From an optimization exercise on the open Yosys and OpenROAD flow, aimed at small area; shortcuts taken in it are not production practice.
In this exercise RTL edits were held to simulation tests only and were not proved equivalent to the original.
The flow treats the clock pin as an ideal source, which a real chip does not have.
Power is estimated from default activity; no workload was simulated.

**design/flow/config.mk**
```make
export PLATFORM = sky130hd
export DESIGN_NAME = hz_counter
export DESIGN_NICKNAME = hz_counter
export VERILOG_FILES = /design/flow/design.v
export SDC_FILE = /design/flow/constraint.sdc
export NUM_CORES = 4
export LEC_CHECK = 0
export CAP_MARGIN = 20
export CORE_MARGIN = 2
export CORE_UTILIZATION = 70
export SLEW_MARGIN = 20
```
**design/flow/constraint.sdc**
```tcl
create_clock -name core_clock -period 50.0 [get_ports {clk_100kHz}]
set_input_delay 10.0000 -clock core_clock [delete_from_list [all_inputs] [get_ports {clk_100kHz}]]
set_output_delay 10.0000 -clock core_clock [all_outputs]
set_load 0.01 [all_outputs]
```
**design/flow/design.v**
```verilog
`timescale 1ns / 1ps
module hz_counter(
	input wire clk_100kHz,
	input wire rst,
	input wire sig_source,
	input wire tick_1Hz,
	output reg [13:0] sig_Hz
    );
	reg src_d;
	reg sig_state;
	reg [16:0] cnt;
	reg [3:0] scnt;
	reg [15:0] rem;
	reg [14:0] quot;
	wire sig_rise = sig_source & ~src_d;
	wire m_end = ~rst & sig_rise & sig_state;
	wire busy = ~quot[14];
	wire last = busy & quot[13];
	wire z9 = ~|quot[13:9];
	wire z7 = z9 & ~quot[8] & ~quot[7];
	wire z5 = z7 & ~quot[6] & ~quot[5];
	wire z4 = z5 & ~quot[4];
	wire nbit = (z9 & quot[8]) | (z7 & quot[6]) | (z5 & quot[4]) | (z4 & quot[3]);
	wire [16:0] t = {rem, nbit};
	wire [16:0] b = busy ? ~t : 17'd0;
	wire [17:0] c;
	wire [16:0] s;
	assign c[0] = ~busy;
	genvar i;
	generate for (i = 0; i < 17; i = i + 1) begin : add
		assign s[i] = cnt[i] ^ b[i] ^ c[i];
		assign c[i+1] = (cnt[i] & b[i]) | (c[i] & (cnt[i] ^ b[i]));
	end endgenerate
	wire ge = ~c[17];                        
	wire [15:0] rem_nx = ge ? ~s[15:0] : t[15:0];
	wire [3:0] scnt_nx = sig_state ? scnt + 4'd1 : 4'd0;
	wire [13:0] small_q =
		(cnt[2:0] == 3'd0) ? 14'd0 :
		(cnt[2:0] == 3'd1) ? 14'd8249 :
		(cnt[2:0] == 3'd2) ? 14'd10678 :
		(cnt[2:0] == 3'd3) ? 14'd7118 :
		(cnt[2:0] == 3'd4) ? 14'd11892 :
		(cnt[2:0] == 3'd5) ? 14'd6892 :
		(cnt[2:0] == 3'd6) ? 14'd3559 :
		                      14'd1178;
	wire is_small = ~|cnt[16:3];
	wire [14:0] quot_nx =
		rst   ? 15'h4000 :
		m_end ? 15'd1 :
		busy  ? ({quot[13:0], ge & ~is_small} | {1'b0, small_q & {14{last & is_small}}}) :
		        quot;
	always @ (posedge clk_100kHz) begin
		src_d <= sig_source;
	end
	always @ (posedge clk_100kHz) begin
		if (rst)
			sig_state <= 1'b0;
		else if (sig_rise)
			sig_state <= ~sig_state;
	end
	wire c_load = busy & (m_end | last);
	wire c_hold = busy & ~(m_end | last);
	wire c_inc = ~busy & sig_state;
	always @(posedge clk_100kHz) begin
		cnt <= ({17{c_hold}} & cnt) | ({17{c_inc}} & s[16:0]) | ({17{c_load}} & {13'd0, scnt_nx});
	end
	always @(posedge clk_100kHz) begin
		scnt <= scnt_nx;
	end
	always @(posedge clk_100kHz) begin
		if (m_end)
			rem <= 16'd6;
		else
			rem <= rem_nx;
	end
	always @(posedge clk_100kHz) begin
		quot <= quot_nx;
	end
	always @ (posedge clk_100kHz) begin
		if (rst || tick_1Hz)
			sig_Hz <= quot_nx[13:0];
	end
endmodule
```
**design/flow/flow/run.sh**
```bash
#!/bin/bash
# Own layout flow: the standard ORFS flow (standard.sh) with these changes.
#  - Synthesis: the standard script (my_synth.tcl = synth_recipe.tcl plus an
#    override of ABC's script). Flip-flops are mapped before ABC runs, so the
#    registers (names, count, cell types) are the standard synthesis's. The
#    synthesis is tried with each area-oriented ABC script abc_*.script (in
#    try_<name>/, log try_<name>.log) and the one giving the smallest cell
#    area is used for the layout.
#  - Port buffers: the smallest buffer cell (sky130_fd_sc_hd__buf_1).
#  - Clock: instead of TritonCTS's H-tree, clock_buf.tcl (run just before
#    CTS) drives the flip-flops from MYCLKN buffers, each at the centre of a
#    position cluster of clock pins; CTS then finds the clock already
#    buffered and leaves it.
# Each tool's output goes to its ORFS log under orfs/logs (try_*/logs for
# the synthesis trials); make's output to flow_make.log / try_<name>.log.
set -eo pipefail
F=$PWD/flow
export MYCLKN=${MYCLKN:-4}
export MYCLKBUF=${MYCLKBUF:-sky130_fd_sc_hd__clkbuf_8}

best=""
best_area=""
for sc in "$F"/abc_*.script; do
  name=$(basename "$sc" .script)
  if bash standard.sh SYNTH_SCRIPT="$F/my_synth.tcl" MY_ABC_SCRIPT="$sc" \
      WORK_HOME="$PWD/try_$name" synth > "try_$name.log" 2>&1; then
    stat="$PWD/try_$name/reports/$FLOW_PLATFORM/hz_counter/base/synth_stat.txt"
    area=$(sed -n "s/.*Chip area for module.*: *\([0-9.]*\).*/\1/p" "$stat" | tail -1)
    echo "$name $area" >> synth_trials.txt
    if [[ -n "$area" ]] && { [[ -z "$best_area" ]] || awk -v a="$area" -v b="$best_area" 'BEGIN{exit !(a < b)}'; }; then
      best=$sc
      best_area=$area
    fi
  else
    echo "$name failed" >> synth_trials.txt
  fi
done
echo "chosen $(basename "$best") $best_area" >> synth_trials.txt

bash standard.sh \
  SYNTH_SCRIPT="$F/my_synth.tcl" \
  MY_ABC_SCRIPT="$best" \
  "BUFFER_PORTS_ARGS=-buffer_cell sky130_fd_sc_hd__buf_1" \
  PRE_CTS_TCL="$F/clock_buf.tcl" \
  finish > flow_make.log 2>&1
```
**design/flow/flow/abc_a1.script**
```
strash
dch
map -a
topo
```
**design/flow/flow/abc_b1.script**
```
strash
dch -f
map -a
topo
```
**design/flow/flow/abc_b3.script**
```
strash
dc2
dch -f
map -a
topo
```
**design/flow/flow/abc_b5.script**
```
strash
&get -n
&st
&dch -f
&nf -a -R 1000
&put
topo
```
**design/flow/flow/abc_c1.script**
```
strash
dch -f
amap
topo
```
**design/flow/flow/abc_c2.script**
```
strash
dc2
dch -f
map -a
strash
dch -f
map -a
topo
```
**design/flow/flow/abc_c6.script**
```
strash
ifraig
dc2
dch -f
map -a
topo
```
**design/flow/flow/clock_buf.tcl**
```tcl
# Clock buffering: split the clock pins into MYCLKN groups by position
# (k-means) and drive each group from its own buffer at the group's centre.
set dbu [[ord::get_db_tech] getDbUnitsPerMicron]
set pins {}
foreach p [get_pins */CLK] {
  set inst [[sta::sta_to_db_pin $p] getInst]
  set bb [$inst getBBox]
  lappend pins [list $p [expr {([$bb xMin] + [$bb xMax]) / 2.0 / $dbu}] [expr {([$bb yMin] + [$bb yMax]) / 2.0 / $dbu}]]
}
set k $::env(MYCLKN)
# initial centres: spread along x
set sorted [lsort -real -index 1 $pins]
set n [llength $sorted]
set cents {}
for {set i 0} {$i < $k} {incr i} {
  set e [lindex $sorted [expr {int(($i + 0.5) * $n / $k)}]]
  lappend cents [list [lindex $e 1] [lindex $e 2]]
}
for {set it 0} {$it < 30} {incr it} {
  set groups {}
  for {set i 0} {$i < $k} {incr i} { lappend groups {} }
  foreach e $pins {
    set best 0; set bd 1e18
    for {set i 0} {$i < $k} {incr i} {
      set c [lindex $cents $i]
      set d [expr {abs([lindex $e 1] - [lindex $c 0]) + abs([lindex $e 2] - [lindex $c 1])}]
      if {$d < $bd} { set bd $d; set best $i }
    }
    lset groups $best [concat [lindex $groups $best] [list $e]]
  }
  set cents {}
  foreach g $groups {
    set sx 0; set sy 0
    foreach e $g { set sx [expr {$sx + [lindex $e 1]}]; set sy [expr {$sy + [lindex $e 2]}] }
    set m [llength $g]; if {$m == 0} { set m 1 }
    lappend cents [list [expr {$sx / $m}] [expr {$sy / $m}]]
  }
}
for {set i 0} {$i < $k} {incr i} {
  set g [lindex $groups $i]
  if {[llength $g] == 0} continue
  set loads {}
  foreach e $g { lappend loads [lindex $e 0] }
  set c [lindex $cents $i]
  puts "clock buffer $i at $c drives [llength $g] pins"
  insert_buffer -buffer_cell $::env(MYCLKBUF) -net clk_100kHz -load_pins $loads -buffer_name clkbuf_leaf_$i -net_name clknet_leaf_$i -location $c
}
```
**design/flow/flow/my_synth.tcl**
```tcl
# Standard synthesis (synth_recipe.tcl) with one change: ABC maps the
# combinational logic with the area-oriented script in MY_ABC_SCRIPT.
# Flip-flops are mapped by dfflibmap before ABC runs, so the registers
# (names, count, cell types) are those of the standard synthesis.
proc synth {args} { yosys synth -nofsm -noshare {*}$args }
proc abc {args} {
  set i [lsearch -exact $args -script]
  if { $i >= 0 } { lset args [expr {$i + 1}] $::env(MY_ABC_SCRIPT) }
  yosys abc {*}$args
}
source $::env(SCRIPTS_DIR)/synth.tcl
# left out here: clear keep_hierarchy, flatten, clean up, hide names made inside functions, write 1_2_yosys.v
```
**design/flow/standard.sh**
```bash
#!/bin/bash
# synth_recipe.tcl (not shown) runs the flow's synth.tcl, then flattens the netlist and writes it again
# the make line also repeats each setting of config.mk as NAME=value (left out here)
make -C /OpenROAD-flow-scripts/flow DESIGN_CONFIG=/design/flow/config.mk WORK_HOME=/design/flow/orfs CLKGATE_MAP_FILE= SYNTH_SCRIPT=/design/flow/synth_recipe.tcl "${@:-finish}"
```
==> results of run 1 <==
## state kept, by name, summed over array words and instances, names as in the netlist
register,flops
rem,16
quot,15
scnt,4
sig_Hz,14
sig_state,1
src_d,1
cnt,17
## report_power, final
part	internal, W	leakage, nW	switching, W
logic	0.00000197	0.413	0.00000398
registers	0.0000581	0.594	0.00000120
clock network	0.00000743	0.0288	0.0000131
total	0.0000675	1.04	0.0000183
## placed cells by master (no fill, tap or decap)
cell type  netlist  routed
dfxtp_1         54      54
nor2_1          44      44
clkinv_1        31      31
a21oi_1         17      17
buf_1            0      17
fa_1            16      16
or2_0           15      15
o21ai_0         14      14
edfxtp_1        14      14
nand2_1         12      12
o22ai_1         11      11
a22oi_1         11      11
nor3_1           9       9
a211oi_1         6       6
o221ai_1         5       5
nor4_1           4       4
clkbuf_8         0       4
a31oi_1          3       3
or3_1            2       2
nor2b_1          2       2
a22o_1           2       2
a221o_1          2       2
ha_1             2       2
buf_4            0       2
nand4_1          1       1
o31ai_1          1       1
nand3_1          1       1
o221a_1          1       1
## stage by stage
stage          cell area [um^2]  worst slack (ps)  utilization [%]  hold slack, ps
5_1_grt                    3040             38330             77.1             487
6_report                   3040             38440             77.1             456
3_5_place_dp               2990             38380             75.7             450
4_1_cts                    3040             38340             77.1             450
2_1_floorplan              2840             38430                -             428
3_3_place_gp               2990             38460             75.7             450
## worst max-delay path: stages
cell      delay, ps
buf_1            80
nor2b_1         150
a21oi_1         500
clkinv_1        370
a211oi_1        420
## routing by layer
metal	GRT usage, %	vias to the layer above
li1	-	1029
met1	35.8	949
met2	43.4	52
met3	2.17	11
met4	6.12	0
met5	0	-
## final cells by class, clock buffers not listed
class                      count  area [um^2]  share of cell area (%)
timing repair buffer          19         78.8                    2.59
sequential                    68         1500                    49.4
tap                           50         62.6                    2.06
inverter                      31          116                    3.83
multi-input combinational    181         1230                    40.3
## worst min path at each step
stage          slack [ps]         endpoint  cells past startpoint       startpoint
2_1_floorplan         430  scnt[0]$_DFF_P_                      1  scnt[0]$_DFF_P_
3_3_place_gp          450  scnt[3]$_DFF_P_                      2  scnt[3]$_DFF_P_
4_1_cts               450  scnt[3]$_DFF_P_                      2  scnt[3]$_DFF_P_
6_report              460  scnt[3]$_DFF_P_                      2  scnt[3]$_DFF_P_
3_5_place_dp          450  scnt[3]$_DFF_P_                      2  scnt[3]$_DFF_P_
5_1_grt               490  scnt[3]$_DFF_P_                      2  scnt[3]$_DFF_P_
## logic make-up (layout without fill, tap and decap cells)
family | after synthesis | after routing | synth area share, %
AOI/OAI and AO/OA | 73 | 73 | 16.5
buffers and inverters | 31 | 54 | 4.09
and+or+nand+nor | 90 | 90 | 14.4
DFF | 68 | 68 | 52.8
adders and majority gates | 18 | 18 | 12.1
==> results.tsv, run 1 <==
stage	metric	value	unit
layout	stdcell_count	353	
outcome	status	complete, no violations	
critical_path	cp-start-kind	input pin	
route	drtIter0Drc	182	
layout	area_growth	6.91	%
sta	post-route-min-period	11560	ps
critical_path	crit_fanout	9	
power_and_ir_drop	vdd_drop_max	0.0000249	V
critical_path	r2r_setup_slack	41300	ps
power_and_ir_drop	power_density	28.2	mW/mm^2
critical_path	worstPathRequired	49950	ps
synthesis	netlist_top_cells_area	dfxtp_1, edfxtp_1, fa_1	
sta	slew_headroom	37.0	%
floorplan	initial_utilization	72.1	%
global_route	grt-ovfl-total	0	
sta	fin_crit_sh	23.1	%
critical_path	crit_start	sig_source	
critical_path	rr_startpoint	quot[4]$_DFF_P_	
sta	tightest_slew	946	ps
placement	io_buffers	17	
synthesis	synth_fp_nets	302	
cts	cts.repair.resized	0	
critical_path	cp-endpoint	sig_Hz[3]$_DFFE_PP_	
cts	cts_hold_buffers	0	
cts	clk_pin_slew	110	ps
layout	drive_gt1_share	1.98	%
layout	fill_cells	281	
synthesis	syn_area	0.00284	mm^2
power_and_ir_drop	total_power	0.0000858	W
route	drt_pass1_iterations	4	
run	maxCapViolCount	0	
route	route.met3.wl	206	um
synthesis	synth_top_area_share	38.0	%
route	drc	0	
sta	setup_violations	0	
route	ant_nets	0	
sta	final_hold_viol_count	0	
synthesis	netlist_instances	280	
global_route	grtUsageTotal	25.7	%
synthesis	ys_ff_latch	68	
sta	fin_worst_skew	23.3	ps
critical_path	arrival	11520	ps
route	routed_wl	5350	um
critical_path	r2r-end	rem[6]$_SDFF_PP0_	
layout	nNetsFinal	327	
route	top_layer	met4	
min_path	hold_path.class	flop to flop	
critical_path	ff2ff_path_depth	31	
floorplan	core	0.00394	mm^2
placement	place_congestion	0.875	
synthesis	yosys.area.top_type	dfxtp_1	
route	drt-met1-wl	2360	um
sta	clock.fmax	0.0865	GHz
route	dr_wl_met2	2640	um
synthesis	ys_types	25	
floorplan	fp.dieW	67.7	um
cts	clock_latency	160	ps
placement	dpl.hpwl	3770	um
synthesis	postSynthAreaPerCell	10.2	um^2
synthesis	yosysWarningCount	1	
sta	drv_slew	0	
route	via_per_inst	5.78	
route	wl_per_cell	15.2	um
synthesis	synthTopCellsByCount	dfxtp_1, nor2_1, clkinv_1	
sta	rsz0062_at_grt	no	
route	vias	2041	
cts	post_cts_buffers	0	
sta	final.setup.tns	0	ps
critical_path	crit_path_end_kind	flop	
synthesis	ys_seq_area_share	52.8	%
floorplan	rows	23	
global_route	grt_start_max_net_pins	40	
floorplan	die-area	0.00459	mm^2
synthesis	yosysMostFrequentCell	dfxtp_1	
synthesis	synth_edf_count	14	
floorplan	ioPinCount	18	
floorplan	die_h	67.7	um
synthesis	async_flop_share	0	%
critical_path	crit_type	input pin to flop	
placement	place_inst	349	
global_route	first_global_vias	2023	
global_route	grt_pass1_wl	9200	um
synthesis	synth-main-ff-cell	dfxtp_1	
global_route	antenna_found_initial	0	
power_and_ir_drop	leakage	1.04	nW
layout	insertedDiodeCount	0	
==> run 2: changes to the inputs <==
==> design/flow/flow/run.sh (replaced) <==
#!/bin/bash
# Own layout flow: the standard ORFS flow (standard.sh) with these changes.
#  - Synthesis: the standard script (my_synth.tcl = synth_recipe.tcl plus an
#    override of ABC's script). Flip-flops are mapped before ABC runs, so the
#    registers (names, count, cell types) are the standard synthesis's. The
#    synthesis is tried with each area-oriented ABC script abc_*.script (in
#    try_<name>/, log try_<name>.log; abc_ds* run ABC's deepsyn with
#    different seeds) and the one giving the smallest cell area is used for
#    the layout.
#  - Port buffers: the smallest buffer cell (sky130_fd_sc_hd__buf_1).
#  - Clock: instead of TritonCTS's H-tree, clock_buf.tcl (run just before
#    CTS) drives the flip-flops from MYCLKN buffers, each at the centre of a
#    position cluster of clock pins; CTS then finds the clock already
#    buffered and leaves it.
# Each tool's output goes to its ORFS log under orfs/logs (try_*/logs for
# the synthesis trials); make's output to flow_make.log / try_<name>.log.
set -eo pipefail
F=$PWD/flow
export MYCLKN=${MYCLKN:-4}
export MYCLKBUF=${MYCLKBUF:-sky130_fd_sc_hd__clkbuf_8}

# the trials run NUM_CORES at a time
trial() {
  local sc=$1 name
  name=$(basename "$sc" .script)
  if bash standard.sh SYNTH_SCRIPT="$F/my_synth.tcl" MY_ABC_SCRIPT="$sc" \
      WORK_HOME="$PWD/try_$name" synth > "try_$name.log" 2>&1; then
    stat="$PWD/try_$name/reports/$FLOW_PLATFORM/hz_counter/base/synth_stat.txt"
    area=$(sed -n "s/.*Chip area for.*: *\([0-9.]*\).*/\1/p" "$stat" | tail -1)
    echo "$area $sc" > "try_$name.area"
  fi
}
n=0
for sc in "$F"/abc_*.script; do
  trial "$sc" &
  n=$((n + 1))
  if (( n % ${NUM_CORES:-4} == 0 )); then wait; fi
done
wait
cat try_*.area | sort -g > synth_trials.txt
best=$(head -1 synth_trials.txt | cut -d' ' -f2)
best_area=$(head -1 synth_trials.txt | cut -d' ' -f1)
echo "chosen $(basename "$best") $best_area" >> synth_trials.txt
# continue from the chosen trial's synthesis (deepsyn stops on a timeout, so
# a rerun could differ)
mkdir -p orfs
cp -a "try_$(basename "$best" .script)/." orfs/

bash standard.sh \
  SYNTH_SCRIPT="$F/my_synth.tcl" \
  MY_ABC_SCRIPT="$best" \
  "BUFFER_PORTS_ARGS=-buffer_cell sky130_fd_sc_hd__buf_1" \
  PRE_CTS_TCL="$F/clock_buf.tcl" \
  finish > flow_make.log 2>&1
==> design/flow/flow/abc_ds1.script (new file) <==
strash
&get -n
&deepsyn -T 60 -S 1
&put
dch -f
amap
topo
==> design/flow/flow/abc_ds2.script (new file) <==
strash
&get -n
&deepsyn -T 60 -S 2
&put
dch -f
amap
topo
==> design/flow/flow/abc_ds3.script (new file) <==
strash
&get -n
&deepsyn -T 60 -S 3
&put
dch -f
amap
topo
==> design/flow/flow/abc_ds4.script (new file) <==
strash
&get -n
&deepsyn -T 60 -S 4
&put
dch -f
amap
topo
==> design/flow/flow/abc_ds5.script (new file) <==
strash
&get -n
&deepsyn -T 60 -S 5
&put
dch -f
amap
topo
==> design/flow/flow/abc_ds6.script (new file) <==
strash
&get -n
&deepsyn -T 60 -S 6
&put
dch -f
amap
topo
==> design/flow/flow/abc_ds7.script (new file) <==
strash
&get -n
&deepsyn -T 60 -S 7
&put
dch -f
amap
topo
==> design/flow/flow/abc_ds8.script (new file) <==
strash
&get -n
&deepsyn -T 60 -S 8
&put
dch -f
amap
topo
removed: design/flow/flow/abc_b3.script
removed: design/flow/flow/abc_b5.script
removed: design/flow/flow/abc_c6.script
==> results.tsv, run 2 <==
stage	metric	value	unit	change
outcome	status	complete, no violations		unchanged
critical_path	rr_startpoint	quot[3]$_DFF_P_		was quot[4]$_DFF_P_
layout	fill_cells	232		was 281
layout	mostFrequentLayoutCells	clkinv_1, dfxtp_1, nor2_1, nand2_1, o22ai_1		was dfxtp_1, nor2_1, clkinv_1, a21oi_1, buf_1
critical_path	path_buf_inv	4		was 2
floorplan	ioPinCount	18		unchanged
route	via_per_inst	5.82		was 5.78
layout	largest-register	cnt		unchanged
synthesis	synthSimpleGateAreaFrac	11.1	%	was 14.4%
critical_path	crit_chain	buf_1 > nor2b_1 > nand2_1 > nor2_1 > clkinv_1 > nand2_1 > clkinv_1 > nor2_1 > clkinv_1 > o21ai_0 > a21oi_1		was buf_1 > nor2b_1 > a21oi_1 > clkinv_1 > a211oi_1
cts	cts.repair.resized	0		unchanged
power_and_ir_drop	power_density	29.4	mW/mm^2	was 28.2 mW/mm^2
synthesis	synth-main-ff-cell	dfxtp_1		unchanged
synthesis	synth_compound_area_share	15.1	%	was 16.5%
sta	holdWs	439	ps	was 456 ps
floorplan	initial_utilization	74.6	%	was 72.1%
placement	place_congestion	0.812		was 0.875
critical_path	crit_path_end_kind	flop		unchanged
layout	largest_reg_flops	17		unchanged
critical_path	arrival	11810	ps	was 11520 ps
global_route	use_met3	2.00	%	was 2.17%
sta	post-route-min-period	11770	ps	was 11560 ps
synthesis	ys_ff_latch	68		unchanged
critical_path	r2r-end	rem[4]$_SDFF_PP0_		was rem[6]$_SDFF_PP0_
critical_path	crit_top_cell	clkinv_1		
synthesis	ys_types	27		was 25
route	ant_nets	0		unchanged
global_route	use_met1	36.9	%	was 35.8%
synthesis	yosysWarningCount	1		unchanged
power_and_ir_drop	seq_power_share	68.5	%	was 69.1%
synthesis	yosys-mux-area-fraction	0	%	unchanged
critical_path	crit_type	input pin to flop		unchanged
placement	io_buffers	17		unchanged
floorplan	core	0.00374	mm^2	was 0.00394 mm^2
sta	final.setup.tns	0	ps	unchanged
critical_path	r2r_setup_slack	41290	ps	was 41300 ps
synthesis	synth_top_family_by_area	compound AO/OA/AOI/OAI gates		unchanged
synthesis	synth_edf_count	14		unchanged
sta	final_hold_viol_count	0		unchanged
floorplan	die_h	67.2	um	was 67.7 um
synthesis	synth_fp_nets	299		was 302
synthesis	synthTopCellsByCount	clkinv_1, dfxtp_1, nand2_1, nor2_1, o22ai_1		was dfxtp_1, nor2_1, clkinv_1
layout	ff_latch_area	0.00150	mm^2	unchanged
layout	nNetsFinal	322		was 327
floorplan	die-area	0.00451	mm^2	was 0.00459 mm^2
synthesis	ys_seq_area_share	53.8	%	was 52.8%
sta	setup_violations	0		unchanged
cts	cts_hold_buffers	0		unchanged
synthesis	synthXorXnorAreaFrac	0	%	unchanged
layout	drive_gt1_share	1.34	%	was 1.98%
synthesis	syn_area	0.00279	mm^2	was 0.00284 mm^2
sta	rsz0062_at_grt	no		unchanged
global_route	antenna_found_initial	0		unchanged
layout	final_common_cell	clkinv_1		was dfxtp_1
placement	dpl.hpwl	3950	um	was 3770 um
power_and_ir_drop	power.share.combinational	8.4	%	was 6.9%
power_and_ir_drop	leakage	0.998	nW	was 1.04 nW
route	routed_wl	5400	um	was 5350 um
global_route	grt_start_max_net_pins	25		was 40
route	drtIter0Drc	207		was 182
cts	post_cts_buffers	0		unchanged
synthesis	netlist_instances	277		was 280
critical_path	path_delay_family	simple AND/OR/NAND/NOR gates		was compound AO/OA/AOI/OAI gates
power_and_ir_drop	p_int	0.0000685	W	was 0.0000675 W
critical_path	worstPathRequired	50040	ps	was 49950 ps
layout	top_regs	cnt: 17 flops, rem: 16 flops, quot: 15 flops		unchanged
synthesis	async_flop_share	0	%	unchanged
sta	drv_slew	0		unchanged
critical_path	crit_fanout	14		was 9
power_and_ir_drop	vdd_drop_max	0.0000247	V	was 0.0000249 V
global_route	grt-ovfl-total	0		unchanged
global_route	grt_use_met2	46.2	%	was 43.4%
power_and_ir_drop	swShare	21.5	%	was 21.3%
run	maxCapViolCount	0		unchanged
cts	clock_latency	170	ps	was 160 ps
global_route	first_global_vias	2023		unchanged
cts	clk_pin_slew	120	ps	was 110 ps
global_route	grt_pass1_wl	9160	um	was 9200 um
min_path	holdPathStages	2		unchanged
synthesis	yosysMostFrequentCell	clkinv_1		was dfxtp_1
critical_path	cp-start-kind	input pin		unchanged
min_path	hold_end	rem[6]$_SDFF_PP0_		was scnt[3]$_DFF_P_
critical_path	crit_start	sig_source		unchanged
synthesis	yosys.area_share.adder	12.4	%	was 12.1%
synthesis	netlist_top_cells_area	dfxtp_1, edfxtp_1, fa_1		unchanged
sta	fin_worst_skew	31.1	ps	was 23.3 ps
global_route	grt_busiest_layer	met2		unchanged
route	drt_pass1_iterations	4		unchanged
synthesis	yosys.area.top_type	dfxtp_1		unchanged
critical_path	ff2ff_path_depth	29		was 31
power_and_ir_drop	pwr-share-clk	23.1	%	was 24.0%
power_and_ir_drop	p_sw	0.0000188	W	was 0.0000183 W
sta	fin_crit_sh	23.5	%	was 23.1%
critical_path	slowest_delay	400	ps	was 500 ps
floorplan	fp.dieW	67.2	um	was 67.7 um
global_route	grtUsageTotal	26.2	%	was 25.7%
sta	slew_headroom	33.5	%	was 37.0%
sta	tightest_slew	998	ps	was 946 ps
layout	multi_input_area	0.00108	mm^2	was 0.00123 mm^2
route	wl_per_cell	15.6	um	was 15.2 um
layout	area_growth	6.41	%	was 6.91%
sta	clock.fmax	0.0850	GHz	was 0.0865 GHz
route	drc	0		unchanged
synthesis	postSynthAreaPerCell	10.1	um^2	was 10.2 um^2
route	vias	2013		was 2041
min_path	hold_path.class	flop to flop		unchanged
synthesis	synth_top_area_share	38.7	%	was 38.0%
min_path	worstHoldStart	rem[5]$_SDFF_PP0_		was scnt[3]$_DFF_P_
critical_path	cp_slowest_cell	nand2_1		was a21oi_1
layout	insertedDiodeCount	0		unchanged
floorplan	rows	22		was 23
-- run 2: cell types whose count changed in the layout (fill, tap and decap cells not counted), sizes merged, moves of 3 or more --
cell / previous run / this run
a21oi: 17 / 6
o22ai: 11 / 25
a211oi: 6 / 3
nand2: 12 / 25
nor2: 44 / 25
o21ai: 14 / 10
clkinv: 31 / 57
a22oi: 11 / 1
nor4: 4 / 0
or2: 15 / 4
-- run 2: cell families (layout without fill, tap and decap cells) --
group                    count (synthesis)  after routing
AO/OA/AOI/OAI                           63             63
adder cells (fa/ha/maj)                 18             18
buffers and inverters                   57             78
flip-flops                              68             68
AND/OR/NAND/NOR                         71             71
-- run 2: layout make-up, clock buffers not listed --
cell class | count | share of cell area, %
Tap cell | 48 | 2.02
Inverter | 57 | 7.20
Sequential cell | 68 | 50.5
Timing Repair Buffer | 17 | 2.15
Multi-Input combinational cell | 152 | 36.2
-- run 2: worst max path at each step --
| stage | to | cells past startpoint |
|---|---|---|
| floorplan | cnt[0]$_DFF_P_ | 10 |
| finish | cnt[0]$_DFF_P_ | 11 |
| global route | cnt[0]$_DFF_P_ | 11 |
| CTS | cnt[0]$_DFF_P_ | 11 |
| global placement | cnt[0]$_DFF_P_ | 11 |
| detailed placement | cnt[0]$_DFF_P_ | 11 |
-- run 2: power by group through the flow --
stage,Combinational (W),Clock [W],Sequential (W)
finish,0.00000733,0.0000202,0.0000599
global route,0.00000824,0.0000223,0.0000601
CTS,0.00000735,0.0000155,0.0000611
detailed placement,0.00000734,0,0.0000611
global placement,0.00000699,0,0.0000610
floorplan,0.00000471,0,0.0000612
-- run 2: per-layer routing --
layer	vias up	wire (um)	part of all wire, %
met5	-	0	0
met4	0	42	0.78
met3	6	194	3.6
met2	44	2630	49
met1	982	2530	47
li1	981	-	-
-- run 2: stage by stage --
| step | cell area [um^2] | setup WS [ps] | total power, W | cells | util (%) |
|---|---|---|---|---|---|
| 2_1_floorplan | 2790 | 38510 | 0.0000659 | 277 | - |
| 3_3_place_gp | 2920 | 38190 | 0.0000680 | 342 | 77.9 |
| 3_5_place_dp | 2920 | 38100 | 0.0000685 | 342 | 77.9 |
| 4_1_cts | 2970 | 38100 | 0.0000840 | 346 | 79.3 |
| 5_1_grt | 2970 | 38040 | 0.0000907 | 346 | 79.3 |
| 6_report | 2970 | 38230 | 0.0000874 | 346 | 79.3 |
-- run 2: worst min-delay path, stage by stage (launching register included) --
cell      delay (ps)
dfxtp_1          320
clkinv_1          40
o22ai_1           60
==> run 3: changes to the inputs <==
==> design/flow/flow/clock_buf.tcl (replaced) <==
# Clock buffering in place of TritonCTS: split the flip-flop clock pins into
# MYCLKN (a power of 2) groups of equal size by recursive bisection of their
# positions (each cut at the median, across the longer side of the group's
# bounding box), and drive each group from its own MYCLKBUF buffer placed at
# the group's centre. The clock port then drives only the MYCLKN buffers.
set dbu [[ord::get_db_tech] getDbUnitsPerMicron]
set pins {}
foreach p [get_pins */CLK] {
  set inst [[sta::sta_to_db_pin $p] getInst]
  set bb [$inst getBBox]
  lappend pins [list $p [expr {([$bb xMin] + [$bb xMax]) / 2.0 / $dbu}] \
                     [expr {([$bb yMin] + [$bb yMax]) / 2.0 / $dbu}]]
}

proc bisect { group parts } {
  if { $parts <= 1 || [llength $group] < 2 } { return [list $group] }
  set xs {}; set ys {}
  foreach e $group { lappend xs [lindex $e 1]; lappend ys [lindex $e 2] }
  set xs [lsort -real $xs]; set ys [lsort -real $ys]
  set w [expr {[lindex $xs end] - [lindex $xs 0]}]
  set h [expr {[lindex $ys end] - [lindex $ys 0]}]
  set idx [expr {$w >= $h ? 1 : 2}]
  set sorted [lsort -real -index $idx $group]
  set half [expr {[llength $sorted] / 2}]
  return [concat [bisect [lrange $sorted 0 [expr {$half - 1}]] [expr {$parts / 2}]] \
                 [bisect [lrange $sorted $half end] [expr {$parts / 2}]]]
}

set i 0
foreach g [bisect $pins $::env(MYCLKN)] {
  set loads {}; set sx 0; set sy 0
  foreach e $g {
    lappend loads [lindex $e 0]
    set sx [expr {$sx + [lindex $e 1]}]; set sy [expr {$sy + [lindex $e 2]}]
  }
  set c [list [expr {$sx / [llength $g]}] [expr {$sy / [llength $g]}]]
  puts "clock buffer $i at $c drives [llength $g] pins"
  insert_buffer -buffer_cell $::env(MYCLKBUF) -net clk_100kHz -load_pins $loads \
    -buffer_name clkbuf_leaf_$i -net_name clknet_leaf_$i -location $c
  incr i
}
--- a/design/flow/config.mk
+++ b/design/flow/config.mk
@@ -7,5 +7,5 @@
 export LEC_CHECK = 0
 export CAP_MARGIN = 20
 export CORE_MARGIN = 2
-export CORE_UTILIZATION = 70
+export CORE_UTILIZATION = 85
 export SLEW_MARGIN = 20
==> results.tsv, run 3 <==
stage	metric	value	unit	change
synthesis	synthSimpleGateAreaFrac	11.1	%	unchanged
synthesis	synthXorXnorAreaFrac	0	%	unchanged
synthesis	yosys.area_share.adder	12.4	%	unchanged
placement	io_buffers	17		unchanged
synthesis	synthTopCellsByCount	clkinv_1, dfxtp_1, nand2_1, nor2_1, o22ai_1		unchanged
placement	place_inst	338		was 342
outcome	status	stopped before the end		was complete, no violations
floorplan	initial_utilization	90.7	%	was 74.6%
synthesis	synth_compound_area_share	15.1	%	unchanged
synthesis	yosys.area.top_type	dfxtp_1		unchanged
synthesis	yosysWarningCount	1		unchanged
synthesis	yosysMostFrequentCell	clkinv_1		unchanged
synthesis	syn_area	0.00279	mm^2	unchanged
floorplan	fp.dieW	61.3	um	was 67.2 um
synthesis	netlist_instances	277		unchanged
cts	cts.repair.resized	0		unchanged
synthesis	synth_top_family_by_area	compound AO/OA/AOI/OAI gates		unchanged
cts	post_cts_buffers	0		unchanged
synthesis	netlist_top_cells_area	dfxtp_1, edfxtp_1, fa_1		unchanged
floorplan	rows	20		was 22
synthesis	async_flop_share	0	%	unchanged
placement	place_congestion	0.911		was 0.812
synthesis	synth_fp_nets	299		unchanged
synthesis	ys_types	27		unchanged
synthesis	synth-main-ff-cell	dfxtp_1		unchanged
floorplan	ioPinCount	18		unchanged
outcome	stop_stage	4_1_cts		
placement	dp_slack	37740	ps	was 38100 ps
outcome	tool.error	[ERROR DPL-0033] detailed placement checks failed during check placement.		
floorplan	die_h	61.3	um	was 67.2 um
synthesis	synth_top_area_share	38.7	%	unchanged
synthesis	postSynthAreaPerCell	10.1	um^2	unchanged
synthesis	ys_ff_latch	68		unchanged
synthesis	ys_seq_area_share	53.8	%	unchanged
placement	dpl.hpwl	4780	um	was 3950 um
synthesis	yosys-mux-area-fraction	0	%	unchanged
synthesis	synth_edf_count	14		unchanged
cts	cts_hold_buffers	0		unchanged
-- run 3: cell counts after synthesis --
Identical to the previous run, type by type.
-- run 3: cell families after synthesis --
kind of cell	Yosys count
AND/OR/NAND/NOR	71
adder cells (fa/ha/maj)	18
flip-flops	68
AO/OA/AOI/OAI	63
buffers and inverters	57
-- run 3: how the worst min path moves through the flow --
stage                                  from                end  slack (ps)  depth (start not counted)
after detailed placement  rem[8]$_SDFF_PP0_  rem[9]$_SDFF_PP0_         460                          2
after global placement    rem[5]$_SDFF_PP0_  rem[6]$_SDFF_PP0_         450                          2
after floorplan           rem[4]$_SDFF_PP0_  rem[5]$_SDFF_PP0_         440                          2
-- run 3: through the flow --
stage               area [um^2]  util [%]
detailed placement         2910      94.6
global placement           2910      94.6
floorplan                  2790         -
-- run 3: power by group through the flow --
| stage | Clock [W] | Combinational (W) | Sequential (W) |
|---|---|---|---|
| floorplan | 0 | 0.00000471 | 0.0000612 |
| global placement | 0 | 0.00000675 | 0.0000610 |
| detailed placement | 0 | 0.00000749 | 0.0000612 |
==> run 4: changes to the inputs <==
--- a/design/flow/config.mk
+++ b/design/flow/config.mk
@@ -7,5 +7,5 @@
 export LEC_CHECK = 0
 export CAP_MARGIN = 20
 export CORE_MARGIN = 2
-export CORE_UTILIZATION = 85
+export CORE_UTILIZATION = 70
 export SLEW_MARGIN = 20
==> results.tsv, run 4 <==
stage	metric	value	unit	change
outcome	status	complete, no violations		was stopped before the end
power_and_ir_drop	vdd_drop_max	0.0000231	V	
synthesis	postSynthAreaPerCell	10.1	um^2	unchanged
sta	clock.fmax	0.0849	GHz	
placement	io_buffers	17		unchanged
critical_path	worstPathRequired	50050	ps	
placement	place_congestion	0.812		was 0.911
route	routed_wl	5350	um	
synthesis	synth_fp_nets	299		unchanged
critical_path	cp-start-kind	input pin		
placement	place_area	0.00292	mm^2	was 0.00291 mm^2
global_route	grt_pass1_wl	9110	um	
route	vias	2006		
route	ant_nets	0		
critical_path	crit_type	input pin to flop		
layout	mostFrequentLayoutCells	clkinv_1, dfxtp_1, nor2_1, nand2_1, o22ai_1		
synthesis	synthSimpleGateAreaFrac	11.1	%	unchanged
floorplan	rows	22		was 20
sta	final_hold_viol_count	0		
floorplan	die_h	67.2	um	was 61.3 um
layout	area_growth	6.41	%	
global_route	grt-ovfl-total	0		
global_route	grtUsageTotal	26.1	%	
cts	cts.repair.resized	0		unchanged
synthesis	yosysWarningCount	1		unchanged
synthesis	netlist_top_cells_area	dfxtp_1, edfxtp_1, fa_1		unchanged
synthesis	yosysMostFrequentCell	clkinv_1		unchanged
floorplan	fp.dieW	67.2	um	was 61.3 um
layout	finalInstanceArea	0.00297	mm^2	
sta	final.setup.tns	0	ps	
floorplan	core	0.00374	mm^2	
cts	clk_pin_slew	100	ps	
sta	tightest_slew	991	ps	
critical_path	r2r_setup_slack	41260	ps	
global_route	antenna_found_initial	0		
synthesis	synthTopCellsByCount	clkinv_1, dfxtp_1, nand2_1, nor2_1, o22ai_1		unchanged
layout	largest-register	cnt		
floorplan	initial_utilization	74.6	%	was 90.7%
synthesis	ys_ff_latch	68		unchanged
synthesis	ys_seq_area_share	53.8	%	unchanged
route	drtIter0Drc	192		
floorplan	die-area	0.00451	mm^2	
synthesis	netlist_instances	277		unchanged
cts	post_cts_buffers	0		unchanged
sta	rsz0062_at_grt	no		
cts	cts_hold_buffers	0		unchanged
layout	nNetsFinal	322		
power_and_ir_drop	power_density	29.5	mW/mm^2	
sta	drv_slew	0		
sta	fin_worst_skew	8.26	ps	
critical_path	arrival	11840	ps	
synthesis	ys_types	27		unchanged
synthesis	yosys.area.top_type	dfxtp_1		unchanged
floorplan	ioPinCount	18		unchanged
critical_path	r2r-end	rem[4]$_SDFF_PP0_		
min_path	hold_end	rem[6]$_SDFF_PP0_		
synthesis	synthXorXnorAreaFrac	0	%	unchanged
sta	slew_headroom	33.9	%	
layout	largest_reg_flops	17		
placement	place_inst	342		was 338
route	wl_per_cell	15.5	um	
synthesis	synth_compound_area_share	15.1	%	unchanged
sta	post-route-min-period	11780	ps	
power_and_ir_drop	leakage	0.998	nW	
min_path	worstHoldStart	rem[5]$_SDFF_PP0_		
placement	dpl.hpwl	3950	um	was 4780 um
global_route	first_global_vias	2028		
synthesis	synth_top_area_share	38.7	%	unchanged
critical_path	rr_startpoint	quot[3]$_DFF_P_		
critical_path	crit_fanout	14		
critical_path	ff2ff_path_depth	29		
critical_path	crit_path_end_kind	flop		
synthesis	synth_top_family_by_area	compound AO/OA/AOI/OAI gates		unchanged
synthesis	synth-main-ff-cell	dfxtp_1		unchanged
synthesis	synth_edf_count	14		unchanged
layout	stdcell_count	346		
run	maxCapViolCount	0		
layout	final_common_cell	clkinv_1		
sta	setup_violations	0		
synthesis	yosys.area_share.adder	12.4	%	unchanged
synthesis	yosys-mux-area-fraction	0	%	unchanged
min_path	holdPathStages	2		
synthesis	async_flop_share	0	%	unchanged
sta	fin_crit_sh	23.6	%	
route	drc	0		
route	via_per_inst	5.80		
layout	insertedDiodeCount	0		
cts	clock_latency	160	ps	
route	drt_pass1_iterations	4		
layout	top_regs	cnt: 17 flops, rem: 16 flops, quot: 15 flops		
power_and_ir_drop	total_power	0.0000877	W	
global_route	grt_start_max_net_pins	25		
layout	drive_gt1_share	1.34	%	
synthesis	syn_area	0.00279	mm^2	unchanged
min_path	hold_path.class	flop to flop		
critical_path	crit_start	sig_source		
==> run 4: how the worst max path moves through the flow <==
stage	endpoint	cells after the start
2_1_floorplan	cnt[0]$_DFF_P_	10
3_3_place_gp	cnt[0]$_DFF_P_	11
3_5_place_dp	cnt[0]$_DFF_P_	11
4_1_cts	cnt[0]$_DFF_P_	11
5_1_grt	cnt[0]$_DFF_P_	11
6_report	cnt[0]$_DFF_P_	11
==> run 4: report_power, final <==
part | internal [W] | total [W] | switching, W
Clock | 0.00000743 | 0.0000204 | 0.0000130
Combinational | 0.00000260 | 0.00000737 | 0.00000476
Sequential | 0.0000585 | 0.0000599 | 0.00000135
==> run 4: cell type report, clock buffers not listed <==
class,instances,area [um^2]
fill,231,773
multi-input combinational,152,1080
timing repair buffer,17,63.8
sequential,68,1500
tap,48,60.1
inverter,57,214
==> run 4: worst max-delay path: stages <==
cell and delay, ps:
buf_1 80, nor2b_1 160, nand2_1 80, nor2_1 130, clkinv_1 130, nand2_1 400, clkinv_1 260, nor2_1 220
clkinv_1 120, o21ai_0 190, a21oi_1 60
==> run 4: cell families after synthesis <==
| family | count (synthesis) |
|---|---|
| AOI/OAI and AO/OA | 63 |
| DFF | 68 |
| and+or+nand+nor | 71 |
| buffers and inverters | 57 |
| adders and majority gates | 18 |
==> run 4: routing by layer <==
metal	wire length [um]	global-route usage (%)	vias up
met5	0	0	-
met4	96	4.34	0
met3	237	1.50	10
li1	-	-	982
met1	2510	36.7	961
met2	2510	46.0	53
==> run 4: per-stage QoR <==
step / hold WS (ps) / util [%] / worst slack, ps
3_3_place_gp: 443 / 77.9 / 38190
2_1_floorplan: 438 / - / 38510
5_1_grt: 499 / 79.3 / 38040
3_5_place_dp: 453 / 77.9 / 38100
4_1_cts: 452 / 79.3 / 38080
6_report: 466 / 79.3 / 38220
==> run 5: changes to the inputs <==
--- a/design/flow/flow/run.sh
+++ b/design/flow/flow/run.sh
@@ -4,7 +4,7 @@
 #    override of ABC's script). Flip-flops are mapped before ABC runs, so the
 #    registers (names, count, cell types) are the standard synthesis's. The
 #    synthesis is tried with each area-oriented ABC script abc_*.script (in
-#    try_<name>/, log try_<name>.log; abc_ds* run ABC's deepsyn with
+#    try_<name>/, log try_<name>.log; abc_ds* and abc_dn* run ABC's deepsyn with
 #    different seeds) and the one giving the smallest cell area is used for
 #    the layout.
 #  - Port buffers: the smallest buffer cell (sky130_fd_sc_hd__buf_1).
==> design/flow/flow/abc_dn1.script (new file) <==
strash
&get -n
&deepsyn -T 60 -S 12
&dch -f
&nf -a -R 1000
&put
topo
==> design/flow/flow/abc_dn2.script (new file) <==
strash
&get -n
&deepsyn -T 60 -S 13
&dch -f
&nf -a -R 1000
&put
topo
==> design/flow/flow/abc_dn3.script (new file) <==
strash
&get -n
&deepsyn -T 60 -S 14
&dch -f
&nf -a -R 1000
&put
topo
==> design/flow/flow/abc_dn4.script (new file) <==
strash
&get -n
&deepsyn -T 60 -S 15
&dch -f
&nf -a -R 1000
&put
topo
==> design/flow/flow/abc_dn5.script (new file) <==
strash
&get -n
&deepsyn -T 60 -S 16
&dch -f
&nf -a -R 1000
&put
topo
==> design/flow/flow/abc_dn6.script (new file) <==
strash
&get -n
&deepsyn -T 60 -S 17
&dch -f
&nf -a -R 1000
&put
topo
==> design/flow/flow/abc_dn7.script (new file) <==
strash
&get -n
&deepsyn -T 60 -S 18
&dch -f
&nf -a -R 1000
&put
topo
==> design/flow/flow/abc_dn8.script (new file) <==
strash
&get -n
&deepsyn -T 60 -S 19
&dch -f
&nf -a -R 1000
&put
topo
==> design/flow/flow/abc_ds10.script (new file) <==
strash
&get -n
&deepsyn -T 60 -S 10
&put
dch -f
amap
topo
==> design/flow/flow/abc_ds11.script (new file) <==
strash
&get -n
&deepsyn -T 60 -S 11
&put
dch -f
amap
topo
==> design/flow/flow/abc_ds12.script (new file) <==
strash
&get -n
&deepsyn -T 60 -S 12
&put
dch -f
amap
topo
==> design/flow/flow/abc_ds13.script (new file) <==
strash
&get -n
&deepsyn -T 60 -S 13
&put
dch -f
amap
topo
==> design/flow/flow/abc_ds14.script (new file) <==
strash
&get -n
&deepsyn -T 60 -S 14
&put
dch -f
amap
topo
==> design/flow/flow/abc_ds15.script (new file) <==
strash
&get -n
&deepsyn -T 60 -S 15
&put
dch -f
amap
topo
==> design/flow/flow/abc_ds16.script (new file) <==
strash
&get -n
&deepsyn -T 60 -S 16
&put
dch -f
amap
topo
==> design/flow/flow/abc_ds9.script (new file) <==
strash
&get -n
&deepsyn -T 60 -S 9
&put
dch -f
amap
topo
removed: design/flow/flow/abc_b1.script
removed: design/flow/flow/abc_c2.script
==> results.tsv, run 5 <==
stage	metric	value	unit	change
global_route	grtUsageTotal	26.7	%	was 26.1%
sta	setup_violations	0		unchanged
synthesis	postSynthAreaPerCell	11.3	um^2	was 10.1 um^2
sta	slew_headroom	32.5	%	was 33.9%
route	wl_per_cell	16.8	um	was 15.5 um
synthesis	ys_seq_area_share	54.0	%	was 53.8%
layout	fill_cells	228		was 231
power_and_ir_drop	p_sw	0.0000170	W	was 0.0000191 W
critical_path	arrival	12090	ps	was 11840 ps
floorplan	die_h	67.0	um	was 67.2 um
critical_path	worstPathRequired	49890	ps	was 50050 ps
floorplan	initial_utilization	74.2	%	was 74.6%
synthesis	synth-main-ff-cell	dfxtp_1		unchanged
sta	drv_slew	0		unchanged
sta	tightest_slew	1010	ps	was 991 ps
route	vias	1919		was 2006
power_and_ir_drop	seq_power_share	70.1	%	was 68.3%
synthesis	async_flop_share	0	%	unchanged
synthesis	ys_ff_latch	68		unchanged
synthesis	syn_area	0.00278	mm^2	was 0.00279 mm^2
power_and_ir_drop	power_density	28.1	mW/mm^2	was 29.5 mW/mm^2
floorplan	fp.dieW	67.0	um	was 67.2 um
route	drc	0		unchanged
layout	top_regs	cnt: 17 flops, rem: 16 flops, quot: 15 flops		unchanged
layout	largest_reg_flops	17		unchanged
layout	mostFrequentLayoutCells	dfxtp_1, clkinv_1, nor2_1, nand2_1, buf_1		was clkinv_1, dfxtp_1, nor2_1, nand2_1, o22ai_1
layout	drive_gt1_share	2.23	%	was 1.34%
route	drt_pass1_iterations	4		unchanged
power_and_ir_drop	swShare	20.3	%	was 21.8%
global_route	grt_pass1_wl	9160	um	was 9110 um
route	routed_wl	5320	um	was 5350 um
synthesis	synth_fp_nets	268		was 299
placement	place_congestion	0.888		was 0.812
synthesis	netlist_top_cells_area	dfxtp_1, edfxtp_1, fa_1		unchanged
layout	nNetsFinal	293		was 322
power_and_ir_drop	leakage	0.995	nW	was 0.998 nW
global_route	grt_start_max_net_pins	32		was 25
power_and_ir_drop	pwr-share-clk	24.2	%	was 23.3%
sta	final.setup.tns	0	ps	unchanged
layout	final_common_cell	dfxtp_1		was clkinv_1
critical_path	crit_fanout	15		was 14
cts	cts_hold_buffers	0		unchanged
synthesis	yosys.area.top_type	dfxtp_1		unchanged
cts	clock_latency	160	ps	about the same
synthesis	yosysWarningCount	1		unchanged
sta	post-route-min-period	12210	ps	was 11780 ps
run	maxCapViolCount	0		unchanged
cts	cts.repair.resized	0		unchanged
outcome	status	complete, no violations		unchanged
floorplan	rows	22		unchanged
power_and_ir_drop	vdd_drop_max	0.0000185	V	was 0.0000231 V
critical_path	crit_path_end_kind	flop		unchanged
critical_path	crit_type	input pin to flop		unchanged
route	via_per_inst	6.05		was 5.80
cts	post_cts_buffers	0		unchanged
sta	fin_crit_sh	24.4	%	was 23.6%
min_path	hold_path.class	flop to flop		unchanged
synthesis	yosysMostFrequentCell	dfxtp_1		was clkinv_1
layout	insertedDiodeCount	0		unchanged
global_route	first_global_vias	1981		was 2028
layout	final_core_util	79.4	%	was 79.3%
sta	clock.fmax	0.0819	GHz	was 0.0849 GHz
synthesis	ys_types	34		was 27
power_and_ir_drop	power.share.combinational	5.7	%	was 8.4%
sta	holdWs	479	ps	was 466 ps
layout	area_growth	6.98	%	was 6.41%
layout	largest-register	cnt		unchanged
critical_path	cp-start-kind	input pin		unchanged
synthesis	synth_top_area_share	38.9	%	was 38.7%
placement	dpl.hpwl	3790	um	was 3950 um
placement	io_buffers	17		unchanged
synthesis	synth_edf_count	14		unchanged
synthesis	netlist_instances	246		was 277
global_route	grt-ovfl-total	0		unchanged
route	drtIter0Drc	182		was 192
power_and_ir_drop	p_int	0.0000666	W	was 0.0000686 W
cts	clk_pin_slew	100	ps	about the same
route	ant_nets	0		unchanged
floorplan	die-area	0.00449	mm^2	was 0.00451 mm^2
floorplan	ioPinCount	18		unchanged
synthesis	synthTopCellsByCount	dfxtp_1, clkinv_1, nor2_1		was clkinv_1, dfxtp_1, nand2_1, nor2_1, o22ai_1
floorplan	core	0.00374	mm^2	unchanged
global_route	antenna_found_initial	0		unchanged
sta	final_hold_viol_count	0		unchanged
sta	fin_worst_skew	8.43	ps	was 8.26 ps
sta	rsz0062_at_grt	no		unchanged
==> run 5: changes by cell type after synthesis, sizes merged, moves of 5 or more <==
cell    delta
clkinv    -36
o22ai     -14
or2       +12
a22o      +10
nand2      -8
a22oi      +7
and2       +5
nor2       -5
nor3       -5
==> run 5: layout make-up, clock buffers not listed <==
cell class	count	area (um^2)	area share (%)
flip-flops and latches	68	1500	50.5
multi-input cells	157	1200	40.3
inverters	21	78.8	2.65
repair buffers	19	78.8	2.65
well taps	48	60.1	2.02
==> run 5: logic make-up (layout without fill, tap and decap cells) <==
kind of cell / Yosys count / in the layout / share of synthesized area [%]
adder cells (fa/ha/maj): 18 / 18 / 12.4
AO/OA/AOI/OAI: 61 / 61 / 16.4
AND/OR/NAND/NOR: 75 / 75 / 13.4
flip-flops: 68 / 68 / 54.0
buffers and inverters: 21 / 44 / 2.84
XOR/XNOR: 3 / 3 / 0.946
==> run 5: power groups by stage <==
stage	logic, W	clock network [W]	registers, W
after floorplan	0.00000287	0	0.0000599
after global placement	0.00000463	0	0.0000598
after detailed placement	0.00000477	0	0.0000598
after CTS	0.00000480	0.0000155	0.0000599
after global routing	0.00000539	0.0000224	0.0000588
final	0.00000480	0.0000202	0.0000586
==> run 5: path summary, 6_finish.rpt <==
path                            from  cells past startpoint                    to  slack, ps
setup / recovery          sig_source                     12  sig_Hz[13]$_DFFE_PP_      37790
hold / removal    rem[10]$_SDFF_PP0_                      1    rem[11]$_SDFF_PP0_        480
hold reg to reg   rem[10]$_SDFF_PP0_                      1    rem[11]$_SDFF_PP0_        480
setup reg to reg     quot[4]$_DFF_P_                     30     rem[5]$_SDFF_PP0_      41130
==> run 5: per-stage QoR <==
step                instances  setup slack (ps)  instance area, um^2  total power (W)
global route              317             37600                 2970        0.0000867
global placement          313             37810                 2920        0.0000644
floorplan                 246             37490                 2780        0.0000628
CTS                       317             37650                 2970        0.0000802
detailed placement        313             37660                 2920        0.0000646
finish                    317             37790                 2970        0.0000836
==> run 5: routing by layer <==
layer | GRT usage [%] | part of all wire, % | up-vias
met1 | 36.3 | 42 | 920
met2 | 45.8 | 49 | 55
met3 | 2.53 | 5.1 | 16
li1 | - | - | 928
met4 | 7.40 | 3.1 | 0
met5 | 0 | 0 | -
==> run 5: critical path, stage by stage <==
cell and delay (ps):
buf_1 80, nor2b_1 150, and2_0 210, nor3_1 150, buf_4 230, and2_0 230, nand2_1 110, nor2_1 200
nor2_1 80, a21boi_0 140, a222oi_1 340, clkinv_1 170
==> run 6: changes to the inputs <==
==> design/flow/flow/run.sh (replaced) <==
#!/bin/bash
# Own layout flow: the standard ORFS flow (standard.sh) with these changes.
#  - Synthesis: the standard script (my_synth.tcl = synth_recipe.tcl plus an
#    override of ABC's script). Flip-flops are mapped before ABC runs, so the
#    registers (names, count, cell types) are the standard synthesis's. The
#    synthesis is tried with each area-oriented ABC script abc_*.script (in
#    try_<name>/, log try_<name>.log; abc_ds* and abc_dn* run ABC's deepsyn with
#    different seeds; the abc_ds* scripts are also tried without the
#    full-adder extraction) and the one giving the smallest cell area is
#    used for the layout.
#  - Port buffers: the smallest buffer cell (sky130_fd_sc_hd__buf_1).
#  - Clock: instead of TritonCTS's H-tree, clock_buf.tcl (run just before
#    CTS) drives the flip-flops from MYCLKN buffers, each at the centre of a
#    position cluster of clock pins; CTS then finds the clock already
#    buffered and leaves it.
# Each tool's output goes to its ORFS log under orfs/logs (try_*/logs for
# the synthesis trials); make's output to flow_make.log / try_<name>.log.
set -eo pipefail
F=$PWD/flow
export MYCLKN=${MYCLKN:-4}
export MYCLKBUF=${MYCLKBUF:-sky130_fd_sc_hd__clkbuf_8}

# the trials run NUM_CORES at a time
trial() {
  local sc=$1 nofa=$2 name
  name=$(basename "$sc" .script)_fa$((1 - nofa))
  if bash standard.sh SYNTH_SCRIPT="$F/my_synth.tcl" MY_ABC_SCRIPT="$sc" MY_NO_FA=$nofa \
      WORK_HOME="$PWD/try_$name" synth > "try_$name.log" 2>&1; then
    stat="$PWD/try_$name/reports/$FLOW_PLATFORM/hz_counter/base/synth_stat.txt"
    area=$(sed -n "s/.*Chip area for.*: *\([0-9.]*\).*/\1/p" "$stat" | tail -1)
    echo "$area $name $sc $nofa" > "try_$name.area"
  fi
}
n=0
jobs_list=()
for sc in "$F"/abc_*.script; do jobs_list+=("$sc:0"); done
for sc in "$F"/abc_ds*.script; do jobs_list+=("$sc:1"); done
for t in "${jobs_list[@]}"; do
  trial "${t%:*}" "${t##*:}" &
  n=$((n + 1))
  if (( n % ${NUM_CORES:-4} == 0 )); then wait; fi
done
wait
cat try_*.area | sort -g > synth_trials.txt
read -r best_area best_name best best_nofa < synth_trials.txt
echo "chosen $best_name $best_area" >> synth_trials.txt
# continue from the chosen trial's synthesis (deepsyn stops on a timeout, so
# a rerun could differ)
mkdir -p orfs
cp -a "try_$best_name/." orfs/

bash standard.sh \
  SYNTH_SCRIPT="$F/my_synth.tcl" \
  MY_ABC_SCRIPT="$best" MY_NO_FA="$best_nofa" \
  "BUFFER_PORTS_ARGS=-buffer_cell sky130_fd_sc_hd__buf_1" \
  PRE_CTS_TCL="$F/clock_buf.tcl" \
  finish > flow_make.log 2>&1
==> design/flow/flow/my_synth.tcl (replaced) <==
# Standard synthesis (synth_recipe.tcl) with two changes: ABC maps the
# combinational logic with the script in MY_ABC_SCRIPT, and when MY_NO_FA is
# 1 the full-adder extraction is skipped (ABC then maps the adder too).
# Flip-flops are mapped by dfflibmap before ABC runs, so the registers
# (names, count, cell types) are those of the standard synthesis.
proc synth {args} { yosys synth -nofsm -noshare {*}$args }
proc abc {args} {
  set i [lsearch -exact $args -script]
  if { $i >= 0 } { lset args [expr {$i + 1}] $::env(MY_ABC_SCRIPT) }
  yosys abc {*}$args
}
proc extract_fa {args} {
  if { ![info exists ::env(MY_NO_FA)] || !$::env(MY_NO_FA) } {
    yosys extract_fa {*}$args
  }
}
source $::env(SCRIPTS_DIR)/synth.tcl
# left out here: clear keep_hierarchy, flatten, clean up, hide names made inside functions, write 1_2_yosys.v
==> results.tsv, run 6 <==
stage	metric	value	unit	change
layout	mostFrequentLayoutCells	dfxtp_1, o21ai_0, nor2_1, nand2_1, clkinv_1		was dfxtp_1, clkinv_1, nor2_1, nand2_1, buf_1
global_route	antenna_found_initial	0		unchanged
floorplan	rows	22		unchanged
route	drtIter0Drc	247		was 182
cts	cts.repair.resized	0		unchanged
synthesis	synth_edf_count	14		unchanged
cts	clk_pin_slew	100	ps	about the same
critical_path	path_buf_inv	2		was 3
critical_path	path_delay_family	compound AO/OA/AOI/OAI gates		was simple AND/OR/NAND/NOR gates
sta	setup_violations	0		unchanged
floorplan	core	0.00372	mm^2	was 0.00374 mm^2
route	vias	2350		was 1919
critical_path	arrival	11580	ps	was 12090 ps
cts	clock_latency	160	ps	about the same
route	via_per_inst	5.92		was 6.05
sta	tightest_slew	718	ps	was 1010 ps
synthesis	ys_ff_latch	68		unchanged
layout	area_growth	6.78	%	was 6.98%
synthesis	yosys.area.top_type	dfxtp_1		unchanged
sta	drv_slew	0		unchanged
floorplan	fp.dieW	66.7	um	was 67.0 um
critical_path	cp-start-kind	input pin		unchanged
critical_path	worstPathRequired	49930	ps	was 49890 ps
placement	io_buffers	17		unchanged
synthesis	netlist_instances	327		was 246
layout	final_core_util	79.0	%	was 79.4%
cts	cts_hold_buffers	0		unchanged
route	wl_per_cell	14.1	um	was 16.8 um
sta	clock.fmax	0.0859	GHz	was 0.0819 GHz
synthesis	synth-main-ff-cell	dfxtp_1		unchanged
global_route	grt-ovfl-total	0		unchanged
sta	fin_worst_skew	10.4	ps	was 8.43 ps
floorplan	initial_utilization	74.0	%	was 74.2%
synthesis	yosysWarningCount	1		unchanged
critical_path	crit_type	input pin to flop		unchanged
critical_path	slowest_delay	560	ps	was 340 ps
synthesis	yosys-mux-area-fraction	0	%	unchanged
synthesis	ys_seq_area_share	54.6	%	was 54.0%
power_and_ir_drop	leakage	1.07	nW	was 0.995 nW
critical_path	crit_chain	buf_1 > nor2b_1 > a21oi_1 > clkinv_1 > a211oi_1		was buf_1 > nor2b_1 > and2_0 > nor3_1 > buf_4 > and2_0 > nand2_1 > nor2_1 > nor2_1 > a21boi_0 > a222oi_1 > clkinv_1
floorplan	die-area	0.00445	mm^2	was 0.00449 mm^2
global_route	grt_start_max_net_pins	27		was 32
synthesis	syn_area	0.00275	mm^2	was 0.00278 mm^2
sta	holdWs	460	ps	was 479 ps
synthesis	postSynthAreaPerCell	8.41	um^2	was 11.3 um^2
synthesis	synth_fp_nets	331		was 268
synthesis	synthXorXnorAreaFrac	0	%	was 0.946%
route	drt_pass1_iterations	5		was 4
global_route	grt_pass1_wl	9470	um	was 9160 um
layout	top_regs	cnt: 17 flops, rem: 16 flops, quot: 15 flops		unchanged
layout	insertedDiodeCount	0		unchanged
synthesis	synth_top_family_by_area	compound AO/OA/AOI/OAI gates		unchanged
sta	post-route-min-period	11650	ps	was 12210 ps
sta	slew_headroom	52.0	%	was 32.5%
power_and_ir_drop	total_power	0.000127	W	was 0.0000836 W
synthesis	synth_top_area_share	39.3	%	was 38.9%
run	maxCapViolCount	0		unchanged
floorplan	die_h	66.7	um	was 67.0 um
power_and_ir_drop	power_density	43.2	mW/mm^2	was 28.1 mW/mm^2
synthesis	ys_types	25		was 34
global_route	grtUsageTotal	26.9	%	was 26.7%
critical_path	crit_path_end_kind	flop		unchanged
critical_path	cp_slowest_cell	a21oi_1		was a222oi_1
synthesis	yosys.area_share.adder	0	%	was 12.4%
critical_path	r2r_setup_slack	39570	ps	was 41130 ps
route	routed_wl	5600	um	was 5320 um
layout	drive_gt1_share	1.43	%	was 2.23%
layout	largest_reg_flops	17		unchanged
route	drc	0		unchanged
synthesis	yosysMostFrequentCell	dfxtp_1		unchanged
synthesis	synthSimpleGateAreaFrac	15.3	%	was 13.4%
min_path	hold_path.class	flop to flop		unchanged
sta	final_hold_viol_count	0		unchanged
synthesis	netlist_top_cells_area	dfxtp_1, edfxtp_1, o21ai_0		was dfxtp_1, edfxtp_1, fa_1
placement	dpl.hpwl	3940	um	was 3790 um
sta	rsz0062_at_grt	no		unchanged
cts	post_cts_buffers	0		unchanged
power_and_ir_drop	vdd_drop_max	0.0000245	V	was 0.0000185 V
placement	place_congestion	0.944		was 0.888
global_route	first_global_vias	2097		was 1981
critical_path	crit_fanout	10		was 15
synthesis	async_flop_share	0	%	unchanged
route	ant_nets	0		unchanged
synthesis	synth_compound_area_share	24.4	%	was 16.4%
sta	final.setup.tns	0	ps	unchanged
outcome	status	complete, no violations		unchanged
layout	largest-register	cnt		unchanged
floorplan	ioPinCount	18		unchanged
layout	nNetsFinal	355		was 293
sta	fin_crit_sh	23.3	%	was 24.4%
synthesis	synthTopCellsByCount	dfxtp_1, o21ai_0, nor2_1		was dfxtp_1, clkinv_1, nor2_1
layout	final_common_cell	dfxtp_1		unchanged
run 6: layout make-up, clock buffers not listed:
type,count,area (um^2)
timing repair buffer,18,71.3
sequential,68,1500
tap,48,60.1
fill,273,779
inverter,42,158
multi-input combinational,217,1090
run 6: metrics by stage:
stage                     area [um^2]  cells  setup slack, ps
after floorplan                  2750    327            38780
final                            2940    397            38350
after CTS                        2940    397            38240
after global routing             2940    397            38210
after global placement           2880    393            38430
after detailed placement         2880    393            38250
run 6: logic make-up after synthesis:
family,Yosys count
AO/OA/AOI/OAI,112
buffers and inverters,42
flip-flops,68
AND/OR/NAND/NOR,105
run 6: where the power goes:
| part | internal [W] | switching, W | leakage [nW] |
|---|---|---|---|
| registers | 0.0000639 | 0.00000360 | 0.597 |
| clock network | 0.00000742 | 0.0000128 | 0.0288 |
| logic | 0.0000132 | 0.0000260 | 0.448 |
run 6: final timing paths:
kind                   start                  end  depth (start not counted)
min reg2reg  scnt[0]$_DFF_P_      scnt[0]$_DFF_P_                          1
max reg2reg  quot[4]$_DFF_P_    rem[7]$_SDFF_PP0_                         44
min          scnt[0]$_DFF_P_      scnt[0]$_DFF_P_                          1
max               sig_source  sig_Hz[9]$_DFFE_PP_                          5
run 6: routing by layer:
layer / vias to the layer above / track usage, % / wire length, um
li1: 1209 / - / -
met1: 1065 / 38.5 / 2560
met2: 68 / 46.3 / 2670
met3: 8 / 1.52 / 299
met4: 0 / 3.57 / 66
met5: - / 0 / 0

## re-timing with driven ports
How much do the figures lean on ideal ports? The routed layouts below were timed once more, with nothing changed but the port constraints.
Step 1 sets driving cells, clkbuf_16 on the clock port and buf_2 on the other inputs (assumed; they add their load-dependent delay and slew).
Step 2 times the ports against the registers' clock, not the clock port: input delays grow and output delays shrink by t, the midpoint of the rising clock arrivals with the driver on.
Three values: ideal ports, drivers, drivers and shift; two values: the first two.
run	t, ns	slack for setup (ns)	hold slack, ns	worst register clock-pin slew, ns
run 1	0.213	38.436 / 38.476 / 38.263	0.456 / 0.456 / 0.456	0.11 / 0.11
run 2	0.215	38.231 / 38.264 / 38.050	0.439 / 0.440 / 0.440	0.12 / 0.12
run 4	0.213	38.219 / 38.256 / 38.043	0.466 / 0.466 / 0.466	0.10 / 0.10
run 5	0.213	37.792 / 37.832 / 37.619	0.479 / 0.479 / 0.479	0.10 / 0.10
run 6	0.208	38.353 / 38.380 / 38.173	0.460 / 0.460 / 0.460	0.10 / 0.10
After both steps every run listed still meets setup and hold. The setup slack of run 2, which loses most, moves by +0.033 ns with the drivers and by -0.181 ns with both steps.
